Background: an optimization exercise with open tools, aiming at small area. Do not read the settings as production practice. Function was checked by simulation only, so behaviour that the tests miss may differ from the original. Power is estimated from default activity; no workload was simulated.

// weakcore
module weakcore(
	input wire clk, input wire rst,
	input wire [31:0] bus_in,
	output wire [31:0] bus_out,
	output wire [31:0] bus_addr,
	output wire bus_req,
	input wire bus_ack,
	output wire bus_wr,
	output wire [3:0] bus_wr_mask);
	reg s_if, s_idle, s_id, s_exe, s_wb;
	reg [31:2] ir;
	reg [31:2] pc;
	reg [31:0] A;
	reg tk;
	wire [2:0] f3 = ir[14:12];
	wire [4:0] rd = ir[11:7];
	wire [4:0] rs1 = ir[19:15];
	wire [4:0] rs2 = ir[24:20];
	wire is_u	= ir[4] & ir[2];		 
	wire is_auipc	= is_u & ~ir[5];
	wire is_alu	= ir[4] & ~ir[2];		 
	wire is_op	= is_alu & ir[5];
	wire is_jump	= ir[6] & ir[2];		 
	wire is_jal	= ir[3];
	wire is_jalr	= is_jump & ~ir[3];
	wire is_br	= ir[6] & ~ir[2];
	wire is_mem	= ~ir[6] & ~ir[4];		 
	wire is_ld	= is_mem & ~ir[5];
	wire is_st	= is_mem & ir[5];
	wire no_wb	= ir[5] & ~ir[4] & ~ir[2];	 
	wire [4:0] ra = s_id ? rs1 : rs2;
	wire [31:0] wdata;
	wire exe_done = ~is_mem | bus_ack;
	wire we = s_exe & ~no_wb & exe_done;
	wire [31:0] rfq [1:31];
	genvar g;
	generate
		for (g = 1; g < 32; g = g + 1) begin : R
			reg [31:0] q;
			always @ (posedge clk)
				if (we && rd == g)
					q <= wdata;
			assign rfq[g] = q;
		end
	endgenerate
	reg [31:0] port;
	integer k;
	always @ (*) begin
		port = 32'b0;
		for (k = 1; k < 32; k = k + 1)
			port = port | (rfq[k] & {32{ra == k}});
	end
  ...
Settings: LEC_CHECK=0, CAP_MARGIN=20, CORE_MARGIN=2, CORE_UTILIZATION=40, SLEW_MARGIN=20; clock period 10.0 ns.
standard.sh (not shown) runs the stock make flow with config.mk's settings and CLKGATE_MAP_FILE= SYNTH_SCRIPT=/design/flow/synth_recipe.tcl, a recipe that flattens the netlist after the stock synthesis.
==> flow/flow/run.sh <==
#!/bin/bash
set -e
cp standard.sh standard_sh_copy.log
export BUFFER_PORTS_ARGS="-buffer_cell sky130_fd_sc_hd__buf_1"
export CTS_ARGS="-sink_clustering_enable -repair_clock_nets -dont_use_dummy_load"
bash standard.sh finish > standard.log 2>&1
The starting point produced a clean layout.
Then changed:
==> flow/run.sh (new file) <==
#!/bin/bash
# synth_recipe.tcl (not shown) runs the flow's synth.tcl, then flattens the netlist and writes it again
# the make line also repeats each setting of config.mk as NAME=value (left out here)
make -C /OpenROAD-flow-scripts/flow DESIGN_CONFIG=/design/flow/config.mk WORK_HOME=/design/flow/orfs CLKGATE_MAP_FILE= SYNTH_SCRIPT=/design/flow/synth_recipe.tcl finish
removed: flow/flow/run.sh
removed: flow/standard.sh
Result: The changed run produced a clean layout; power rose by 5.7%; design area rose by 2.9%; critical path depth rose by 1; clock skew fell by 32 ps; die area does not change; via count rose by 0.67%; cell count rose by 1.8%; worst setup slack improves by 32 ps; global-route usage hardly moves.
Then changed:
Settings changed: CTS_BUF_LIST set to sky130_fd_sc_hd__clkbuf_4 sky130_fd_sc_hd__clkbuf_8.
Outcome: Wire length came out higher by 0.65%. Synthesized cell count stays the same. Register-to-register slack hardly moves.

========
weakcore, a different RTL version from the one above (not shown whole).
Size in the first run: about 3800 cells after synthesis, roughly 1100 flip-flops, roughly 110 I/O pins.
// weakcore
module weakcore(
	input wire clk, input wire rst,
	input wire [31:0] bus_in,
	output wire [31:0] bus_out,
	output wire [31:0] bus_addr,
	output wire bus_req,
	input wire bus_ack,
	output wire bus_wr,
	output wire [3:0] bus_wr_mask);
==> flow/config.mk <==
export PLATFORM = sky130hd
export DESIGN_NAME = weakcore
export DESIGN_NICKNAME = weakcore
export VERILOG_FILES = /design/flow/design.v
export SDC_FILE = /design/flow/constraint.sdc
export NUM_CORES = 4
export LEC_CHECK = 0
export CAP_MARGIN = 20
export CORE_MARGIN = 2
export CORE_UTILIZATION = 40
export SLEW_MARGIN = 20
==> flow/constraint.sdc <==
create_clock -name core_clock -period 10.0 [get_ports {clk}]
set_input_delay 2.0000 -clock core_clock [delete_from_list [all_inputs] [get_ports {clk}]]
set_output_delay 2.0000 -clock core_clock [all_outputs]
set_load 0.01 [all_outputs]
==> flow/flow/run.sh <==
#!/bin/bash
# Layout flow: the standard ORFS flow (standard.sh) with these changes:
#  - synthesis: the standard script (synth_recipe.tcl) with only ABC's script
#    replaced by flow/area.abc, and no pre-mapped adder cells / Kogge-Stone
#    adder map, so ABC maps the adder logic itself (registers are unchanged);
#  - port buffers use sky130_fd_sc_hd__buf_1;
#  - CTS: clkbuf_16 leaf clusters of up to 28 sinks, no dummy loads.
# Each tool's log is in orfs/logs/; make's output is in flow_make.log.
set -euo pipefail
here=$(pwd)

# synthesis script = synth_recipe.tcl plus an override of the abc command
{
  head -n 1 synth_recipe.tcl
  cat <<'EOT'
proc abc {args} {
  set i [lsearch -exact $args -script]
  if {$i >= 0} { lset args [expr {$i + 1}] $::env(MY_ABC_SCRIPT) }
  yosys abc {*}$args
}
EOT
  tail -n +2 synth_recipe.tcl
} > my_synth.tcl

export MY_ABC_SCRIPT=$here/flow/area.abc
export BUFFER_PORTS_ARGS="-buffer_cell sky130_fd_sc_hd__buf_1"
export CTS_ARGS="-sink_clustering_enable -repair_clock_nets -dont_use_dummy_load -buf_list sky130_fd_sc_hd__clkbuf_16 -sink_clustering_size 28 -sink_clustering_max_diameter 85"

sed -e "s#SYNTH_SCRIPT=[^ ]*#SYNTH_SCRIPT=$here/my_synth.tcl ADDER_MAP_FILE= SYNTH_OPERATIONS_ARGS=-nofsm#" standard.sh > my_standard.sh
bash my_standard.sh finish > flow_make.log 2>&1
==> flow/flow/area.abc <==
strash
&get -n
&st
&dch -f
&nf
&put
buffer -c
topo
stime -c
dnsize -c
Change:
--- a/flow/flow/run.sh
+++ b/flow/flow/run.sh
@@ -5,5 +5,5 @@
 #    adder map, so ABC maps the adder logic itself (registers are unchanged);
 #  - port buffers use sky130_fd_sc_hd__buf_1;
-#  - CTS: clkbuf_16 leaf clusters of up to 28 sinks, no dummy loads.
+#  - CTS: clkbuf_16 leaf clusters of up to 25 sinks, no dummy loads.
 # Each tool's log is in orfs/logs/; make's output is in flow_make.log.
 set -euo pipefail
@@ -25,5 +25,5 @@
 export MY_ABC_SCRIPT=$here/flow/area.abc
 export BUFFER_PORTS_ARGS="-buffer_cell sky130_fd_sc_hd__buf_1"
-export CTS_ARGS="-sink_clustering_enable -repair_clock_nets -dont_use_dummy_load -buf_list sky130_fd_sc_hd__clkbuf_16 -sink_clustering_size 28 -sink_clustering_max_diameter 85"
+export CTS_ARGS="-sink_clustering_enable -repair_clock_nets -dont_use_dummy_load -buf_list sky130_fd_sc_hd__clkbuf_16 -sink_clustering_size 25 -sink_clustering_max_diameter 80"
 
 sed -e "s#SYNTH_SCRIPT=[^ ]*#SYNTH_SCRIPT=$here/my_synth.tcl ADDER_MAP_FILE= SYNTH_OPERATIONS_ARGS=-nofsm#" standard.sh > my_standard.sh
==> flow/flow/area.abc (replaced) <==
strash
&get -n
&st
&dch -f
&nf -R 1000
&put
buffer -c
topo
stime -c
dnsize -c
After rerunning: The new run produced a clean layout; routed wire length fell by 4.4%; total power barely changes; combinational power came out lower by 5.3%; final area shrinks by 1.1%; sequential share of layout area came out higher by 0.61 points; first-iteration DRC count goes down by 2.3%; clock skew shrinks by 12 ps; maximum frequency rises by 1.1%; setup slack improves by 100 ps; global-route usage shrinks by 0.77 points; clock-buffer cell count increases by 2.

==> re-timing with driven ports <==
No port has a modelled driver above. Below, the same layouts with a new extraction and two added sets of constraints.
Step 1 sets driving cells, clkbuf_16 on the clock port and buf_2 on the other inputs (assumed; they add their load-dependent delay and slew).
Step 2 moves the port delays by t, midway between the first and last clock arrival at a register: inputs arrive t later, outputs are due t later. That takes back most of the time a late clock gives input paths.
Slacks: no drivers / after step 1 / after step 2; pairs: no drivers / after step 1.
| run | t (ns) | slack for setup (ns) | pins driven straight from the clock port |
|---|---|---|---|
| the first run of note 1 | 0.772 | 0.249 / 0.161 / 0.933 | 1 |
| the second run of note 1 | 0.807 | 0.280 / 0.195 / 1.002 | 1 |
| the third run of note 1 | 0.953 | 0.234 / 0.153 / 1.106 | 1 |
| the first run of note 2 | 0.739 | 0.224 / 0.146 / 0.885 | 1 |
| the second run of note 2 | 0.699 | 0.326 / 0.252 / 0.951 | 1 |
After both steps every run listed still meets setup and hold.
